From an optimization exercise on the open Yosys and OpenROAD flow, aimed at small area; shortcuts taken in it are not production practice.
Only simulation tests tie the RTL to the original design; equivalence was not proved.
No activity file was given, so power comes from the tool's default toggle rates.

==> inputs of v6 <==
## angle_display
module angle_display (
	input clk,
	input rst,
	input [7:0] x_hex,
	input x_neg,
	input [7:0] y_hex,
	input y_neg,
	input [7:0] z_hex,
	input z_neg,
	output [2:0] pixel,
	output hsync,
	output vsync
);
	wire [9:0] hd, vd;
	wire frame_end;
	hvsync_generator HVSYNC (
		.clk(clk),
		.rst(rst),
		.hd(hd),
		.vd(vd),
		.frame_end(frame_end),
		.hsync(hsync),
		.vsync(vsync)
	);
	reg [7:0] abs_x, abs_y, abs_z;
	reg neg_x, neg_y, neg_z;
	reg zero;
	always @(posedge clk)
	begin
		if (rst)
			zero <= 1'b1;
		else if (frame_end)
			zero <= 1'b0;
		if (frame_end)
		begin
			abs_x <= x_hex;
			abs_y <= y_hex;
			abs_z <= z_hex;
			neg_x <= x_neg;
			neg_y <= y_neg;
			neg_z <= z_neg;
		end
	end
	wire [7:0] m = vd[5] ? (vd[4] ? abs_y : abs_x) : abs_z;
	wire s = vd[5] ? (vd[4] ? neg_y : neg_x) : neg_z;
	wire hun;
	wire [3:0] ten, uni;
	hex_to_angle CONV (
		.clk(clk),
		.init(~hd[9] & hd[8]),
		.sweep(hd[9] & ~hd[8]),
		.i(hd[7:0]),
		.m(m),
		.s(s),
		.zero(zero),
		.hun(hun),
		.ten(ten),
		.uni(uni)
	);
	wire text;
	VGADemo TEXT (
		.cx(hd),
		.cy(vd),
		.hun(hun),
		.ten(ten),
		.uni(uni),
		.text(text)
	);
	assign pixel = {3{text}};
endmodule
clock: 40.0 ns
lec_check: 0
cap_margin: 20
core_margin: 2
core_utilization: 40
slew_margin: 20
standard.sh (not shown) runs the stock make flow with config.mk's settings and CLKGATE_MAP_FILE= SYNTH_SCRIPT=/design/flow/synth_recipe.tcl, a recipe that flattens the netlist after the stock synthesis.
==> flow/flow/run.sh <==
#!/bin/bash
# Layout flow: the standard flow (standard.sh), with these changes:
# - synthesis maps the logic with ABC's deepsyn and area mapping, under
#   several seeds, keeping the smallest (abc_best.tcl), in place of ORFS's
#   abc call, and lets ABC see adders and comparators as plain logic (no
#   half/full-adder extraction, no Kogge-Stone carry map). The synthesis
#   script is otherwise synth_recipe.tcl and ORFS's synth.tcl as they are, so
#   the registers, their names and their cells are the standard synthesis's.
# - the port buffers are buf_1 cells (the outputs drive 10 fF).
# - clock tree synthesis adds no dummy loads and uses clkbuf_4 buffers.
# Each tool's output goes to a log file in the work folder.
set -euo pipefail
CTS="-repair_clock_nets -dont_use_dummy_load -buf_list sky130_fd_sc_hd__clkbuf_4"
WORK=$(pwd)
F=$WORK/flow

# ORFS's synth.tcl with its abc call replaced
sed "s#log_cmd abc {\*}\$abc_args#source $F/abc_best.tcl#" \
	"$FLOW_HOME/scripts/synth.tcl" > "$WORK/synth_body.tcl"
grep -q "abc_best.tcl" "$WORK/synth_body.tcl"
# synth_recipe.tcl sourcing it
sed "s#source \$::env(SCRIPTS_DIR)/synth.tcl#source $WORK/synth_body.tcl#" \
	"$WORK/synth_recipe.tcl" > "$WORK/own_synth.tcl"
grep -q "synth_body" "$WORK/own_synth.tcl"
# standard.sh with that synthesis script and settings
sed "s#SYNTH_SCRIPT=[^ ]*#SYNTH_SCRIPT=$WORK/own_synth.tcl ADDER_MAP_FILE= SYNTH_OPERATIONS_ARGS=-flatten 'BUFFER_PORTS_ARGS=-buffer_cell sky130_fd_sc_hd__buf_1' 'CTS_ARGS=$CTS'#" \
	"$WORK/standard.sh" > "$WORK/own_standard.sh"
grep -q "own_synth" "$WORK/own_standard.sh"

bash "$WORK/own_standard.sh" synth > "$WORK/synth.log" 2>&1
bash "$WORK/own_standard.sh" > "$WORK/layout.log" 2>&1
==> flow/flow/abc_best.tcl <==
# Technology mapping for synth.tcl, in place of its single abc call: map the
# logic with deepsyn (under several random seeds) and area mapping, and keep
# the smallest result. Only the combinational logic changes; the flip-flops
# were mapped before this step.
set abc_dir [file dirname [info script]]
set abc_tmp $::env(RESULTS_DIR)
yosys design -save abc_pre
set abc_best_area -1
set abc_best_seed -1
foreach abc_seed {0 1 2 3 4 5 6 7} {
  yosys design -load abc_pre
  set fh [open $abc_tmp/deep_$abc_seed.abc w]
  puts $fh "strash\n&get -n\n&deepsyn -T 20 -S $abc_seed\n&put\ndch -f\namap"
  close $fh
  log_cmd abc -script $abc_tmp/deep_$abc_seed.abc {*}$lib_args {*}$lib_dont_use_args
  set abc_stat [tee -q -s result.string stat {*}$lib_args]
  if { ![regexp {Chip area for module [^:]*: ([0-9.]+)} $abc_stat -> abc_area] } {
    error "no area after abc"
  }
  puts "abc seed $abc_seed: area $abc_area"
  if { $abc_best_area < 0 || $abc_area < $abc_best_area } {
    set abc_best_area $abc_area
    set abc_best_seed $abc_seed
    yosys design -save abc_best
  }
}
puts "abc: kept seed $abc_best_seed, area $abc_best_area"
yosys design -load abc_best
==> inputs of v29, as changes to v6 <==
--- a/flow/design.v
+++ b/flow/design.v
@@ -57,44 +57,43 @@
 	input rst,
 	output reg [9:0] hd,
 	output reg [9:0] vd,
 	output frame_end,
 	output hsync,
 	output vsync
 );
-	wire hd_end = hd[9] & hd[8] & hd[5];                   
-	wire vd_end = vd[9] & vd[3] & vd[2] & vd[0];           
+	wire hd_end = (hd == 10'd800);
 	always @(posedge clk)
 	begin
 		if (rst)
 		begin
 			hd <= 10'd800;
 			vd <= 10'd525;
 		end
 		else
 		begin
 			hd <= hd_end ? 10'd0 : hd + 10'd1;
 			if (hd_end)
-				vd <= vd_end ? 10'd0 : vd + 10'd1;
-		end
-	end
-	assign frame_end = hd[9] & hd[8] & (&hd[4:0]) & vd_end;
-	assign hsync = ~(hd[9] & ~hd[8] & hd[7] & (hd[6:0] >= 7'd17) & (hd[6:0] <= 7'd111));
-	assign vsync = ~(vd[8:0] == 9'd491);
+				vd <= (vd == 10'd525) ? 10'd0 : vd + 10'd1;
+		end
+	end
+	assign frame_end = (hd == 10'd799) && (vd == 10'd525);
+	assign hsync = ~((hd > 10'd656) && (hd < 10'd752));
+	assign vsync = ~(vd == 10'd491);
 endmodule
 module VGADemo (
 	input [9:0] cx,
 	input [9:0] cy,
 	input hun,
 	input [3:0] ten,
 	input [3:0] uni,
 	output text
 );
 	function [7:0] font;
-		input [3:0] code;       
+		input [3:0] code;    
 		input [2:0] row;
 		begin
 			font = 8'h00;
 			case (code)
 				4'd0: case (row) 0: font = 8'b0011_1100; 1: font = 8'b0100_0110; 2: font = 8'b0100_1010; 3: font = 8'b0101_0010; 4: font = 8'b0110_0010; 5: font = 8'b0100_0010; 6: font = 8'b0011_1100; default: font = 8'h00; endcase
 				4'd1: case (row) 0: font = 8'b0001_1000; 1: font = 8'b0010_1000; 2: font = 8'b0100_1000; 3: font = 8'b0000_1000; 4: font = 8'b0000_1000; 5: font = 8'b0000_1000; 6: font = 8'b0111_1110; default: font = 8'h00; endcase
 				4'd2: case (row) 0: font = 8'b0011_1100; 1: font = 8'b0100_0010; 2: font = 8'b0000_0010; 3: font = 8'b0000_1100; 4: font = 8'b0011_0000; 5: font = 8'b0100_0000; 6: font = 8'b0111_1110; default: font = 8'h00; endcase
@@ -104,35 +103,66 @@
 				4'd6: case (row) 0: font = 8'b0011_1100; 1: font = 8'b0100_0000; 2: font = 8'b0111_1100; 3: font = 8'b0100_0010; 4: font = 8'b0100_0010; 5: font = 8'b0100_0010; 6: font = 8'b0011_1100; default: font = 8'h00; endcase
 				4'd7: case (row) 0: font = 8'b0111_1110; 1: font = 8'b0000_0010; 2: font = 8'b0000_0100; 3: font = 8'b0000_1000; 4: font = 8'b0001_0000; 5: font = 8'b0010_0000; 6: font = 8'b0010_0000; default: font = 8'h00; endcase
 				4'd8: case (row) 0: font = 8'b0011_1100; 1: font = 8'b0100_0010; 2: font = 8'b0100_0010; 3: font = 8'b0011_1100; 4: font = 8'b0100_0010; 5: font = 8'b0100_0010; 6: font = 8'b0011_1100; default: font = 8'h00; endcase
 				4'd9: case (row) 0: font = 8'b0011_1100; 1: font = 8'b0100_0010; 2: font = 8'b0100_0010; 3: font = 8'b0011_1110; 4: font = 8'b0000_0010; 5: font = 8'b0000_0010; 6: font = 8'b0011_1100; default: font = 8'h00; endcase
 				4'd10: case (row) 0: font = 8'b1000_0001; 1: font = 8'b0100_0010; 2: font = 8'b0010_0100; 3: font = 8'b0001_1000; 4: font = 8'b0010_0100; 5: font = 8'b0100_0010; 6: font = 8'b1000_0001; default: font = 8'h00; endcase
 				4'd11: case (row) 0: font = 8'b1000_0001; 1: font = 8'b0100_0010; 2: font = 8'b0010_0100; 3: font = 8'b0001_1000; 4: font = 8'b0001_1000; 5: font = 8'b0001_1000; 6: font = 8'b0001_1000; default: font = 8'h00; endcase
 				4'd12: case (row) 0: font = 8'b1111_1111; 1: font = 8'b0000_0010; 2: font = 8'b0000_0100; 3: font = 8'b0000_1000; 4: font = 8'b0001_0000; 5: font = 8'b0010_0000; 6: font = 8'b1111_1111; default: font = 8'h00; endcase
-				4'd13: case (row) 1, 2, 4, 5: font = 8'b0110_0000; default: font = 8'h00; endcase
+				4'd13: case (row) 1: font = 8'b0001_1000; 2: font = 8'b0001_1000; 4: font = 8'b0001_1000; 5: font = 8'b0001_1000; default: font = 8'h00; endcase
 				default: font = 8'h00;
 			endcase
 		end
 	endfunction
-	wire line_x = (cy[8:3] == 6'd12 & cy[2]) | (cy[8:3] == 6'd13 & ~cy[2]);
-	wire line_y = (cy[8:3] == 6'd15);
-	wire line_z = (cy[8:3] == 6'd17 & cy[2]) | (cy[8:3] == 6'd18 & ~cy[2]);
-	wire [2:0] row = {cy[2] ^ ~line_y, cy[1:0]};
-	wire c_letter = (cx[9:3] == 7'd12 & cx[2]) | (cx[9:3] == 7'd13 & ~cx[2]);
-	wire c_hun    = (cx[9:3] == 7'd15);
-	wire c_ten    = (cx[9:3] == 7'd16);
-	wire c_uni    = (cx[9:3] == 7'd17);
-	wire c_char = c_letter | (cx[9:3] == 7'd14) | c_hun | c_ten | c_uni;
-	wire [3:0] code = c_letter ? (line_x ? 4'd10 : (line_y ? 4'd11 : 4'd12)) :
-	                  (cx[9:3] == 7'd14) ? 4'd13 :
-	                  c_hun ? 4'd1 : (c_ten ? ten : uni);
-	wire show = c_hun ? hun : (c_ten ? (hun | (ten != 4'd0)) : c_char);
-	wire [2:0] col = c_letter ? {~cx[2], cx[1:0]} : cx[2:0];
+	wire line_x = (cy >= 10'd100) && (cy < 10'd108);
+	wire line_y = (cy >= 10'd120) && (cy < 10'd128);
+	wire line_z = (cy >= 10'd140) && (cy < 10'd148);
+	wire [2:0] row = line_y ? cy[2:0] : (cy[2:0] ^ 3'd4);
+	wire c_letter = (cx >= 10'd100) && (cx < 10'd108);
+	wire c_colon  = (cx >= 10'd110) && (cx < 10'd118);
+	wire c_hun    = (cx[9:3] == 7'd15);    
+	wire c_ten    = (cx[9:3] == 7'd16);    
+	wire c_uni    = (cx[9:3] == 7'd17);    
+	reg [3:0] code;
+	reg [2:0] col;
+	reg show;
+	always @(*)
+	begin
+		code = 4'd0;
+		col = cx[2:0];
+		show = 1'b0;
+		if (c_letter)
+		begin
+			code = line_x ? 4'd10 : (line_y ? 4'd11 : 4'd12);
+			col = cx[2:0] ^ 3'd4;
+			show = 1'b1;
+		end
+		else if (c_colon)
+		begin
+			code = 4'd13;
+			col = cx[2:0] - 3'd6;
+			show = 1'b1;
+		end
+		else if (c_hun)
+		begin
+			code = 4'd1;
+			show = hun;
+		end
+		else if (c_ten)
+		begin
+			code = ten;
+			show = hun || (ten != 4'd0);
+		end
+		else if (c_uni)
+		begin
+			code = uni;
+			show = 1'b1;
+		end
+	end
 	wire [7:0] bits = font(code, row);
-	assign text = (line_x | line_y | line_z) & show & bits[3'd7 - col];
+	assign text = (line_x || line_y || line_z) && show && bits[3'd7 - col];
 endmodule
 module angle_display (
 	input clk,
 	input rst,
 	input [7:0] x_hex,
 	input x_neg,
 	input [7:0] y_hex,
@@ -175,16 +205,16 @@
 	end
 	wire [7:0] m = vd[5] ? (vd[4] ? abs_y : abs_x) : abs_z;
 	wire s = vd[5] ? (vd[4] ? neg_y : neg_x) : neg_z;
 	wire hun;
 	wire [3:0] ten, uni;
 	hex_to_angle CONV (
 		.clk(clk),
-		.init(~hd[9] & hd[8]),
-		.sweep(hd[9] & ~hd[8]),
+		.init(hd[9:8] == 2'b01),
+		.sweep(hd[9:8] == 2'b10),
 		.i(hd[7:0]),
 		.m(m),
 		.s(s),
 		.zero(zero),
 		.hun(hun),
 		.ten(ten),
 		.uni(uni)
==> flow/run.sh (new file) <==
#!/bin/bash
# synth_recipe.tcl (not shown) runs the flow's synth.tcl, then flattens the netlist and writes it again
# the make line also repeats each setting of config.mk as NAME=value (left out here)
make -C /OpenROAD-flow-scripts/flow DESIGN_CONFIG=/design/flow/config.mk WORK_HOME=/design/flow/orfs CLKGATE_MAP_FILE= SYNTH_SCRIPT=/design/flow/synth_recipe.tcl finish
removed: flow/flow/run.sh
removed: flow/flow/abc_best.tcl
removed: flow/standard.sh
==> inputs of v38, as changes to v6 <==
--- a/flow/flow/run.sh
+++ b/flow/flow/run.sh
@@ -6,15 +6,15 @@
 #   half/full-adder extraction, no Kogge-Stone carry map). The synthesis
 #   script is otherwise synth_recipe.tcl and ORFS's synth.tcl as they are, so
 #   the registers, their names and their cells are the standard synthesis's.
 # - the port buffers are buf_1 cells (the outputs drive 10 fF).
 # - clock tree synthesis adds no dummy loads and uses clkbuf_4 buffers.
 # Each tool's output goes to a log file in the work folder.
 set -euo pipefail
-CTS="-repair_clock_nets -dont_use_dummy_load -buf_list sky130_fd_sc_hd__clkbuf_4"
+CTS="-sink_clustering_enable -repair_clock_nets -dont_use_dummy_load -sink_clustering_size 64 -sink_clustering_max_diameter 1000 -sink_clustering_levels 1 -buf_list sky130_fd_sc_hd__clkbuf_8"
 WORK=$(pwd)
 F=$WORK/flow
 
 # ORFS's synth.tcl with its abc call replaced
 sed "s#log_cmd abc {\*}\$abc_args#source $F/abc_best.tcl#" \
 	"$FLOW_HOME/scripts/synth.tcl" > "$WORK/synth_body.tcl"
 grep -q "abc_best.tcl" "$WORK/synth_body.tcl"
==> qor summary <==
|  | v6 | v38 | v29 |
|---|---|---|---|
| Setup slack of the worst register-to-register path | 35200 ps | 35090 ps | 35720 ps |
| Critical Path Stages | 18 | 14 | 10 |
| Final critical-path required period | 12630 ps | 12640 ps | 12870 ps |
| Clock network area share | 1.89% | 3.42% | 5.71% |
| Total number of nets in the final design | 491 | 490 | 642 |
| Run status | finished clean | finished clean | finished clean |
| Post-layout instance area | 3570 um2 | 3620 um2 | 5430 um2 |
| Number of well taps | 102 | 102 | 143 |
| Number of core rows | 32 | 32 | 39 |
| Final-layout non-clock buffer area share | 3.89% | 3.83% | 7.05% |
| Met1 Wirelength | 4130 um | 4130 um | 5690 um |
| Placed cell areas | 3510 um2 | 3500 um2 | 5120 um2 |
| Core utilization of the finished layout | 45.8% | 46.4% | 47.2% |
| Sequential fraction of design power | 49.3% | 41.5% | 30.0% |

==> what the ideal ports hide <==
How much do the figures lean on ideal ports? The routed layouts below were timed once more, with nothing changed but the port constraints.
Step 1 assumes that a clkbuf_16 drives the clock port and a buf_2 every other input.
Step 2 moves the port delays by t, midway between the first and last clock arrival at a register: inputs arrive t later, outputs are due t later. That takes back most of the time a late clock gives input paths.
a / b / c = no drivers / after step 1 / after step 2; a / b = the first two.
| run | shift t [ns] | setup slack, ns | worst setup path after step 2 | cell pins on the clock port's net |
|---|---|---|---|---|
| v6 | 0.409 | 27.371 / 27.340 / 27.749 | register to output | 1 |
| v29 | 0.369 | 27.130 / 27.090 / 27.459 | register to output | 1 |
| v38 | 0.362 | 27.355 / 27.322 / 27.684 | register to output | 1 |
After both steps setup and hold are still met in every run listed.
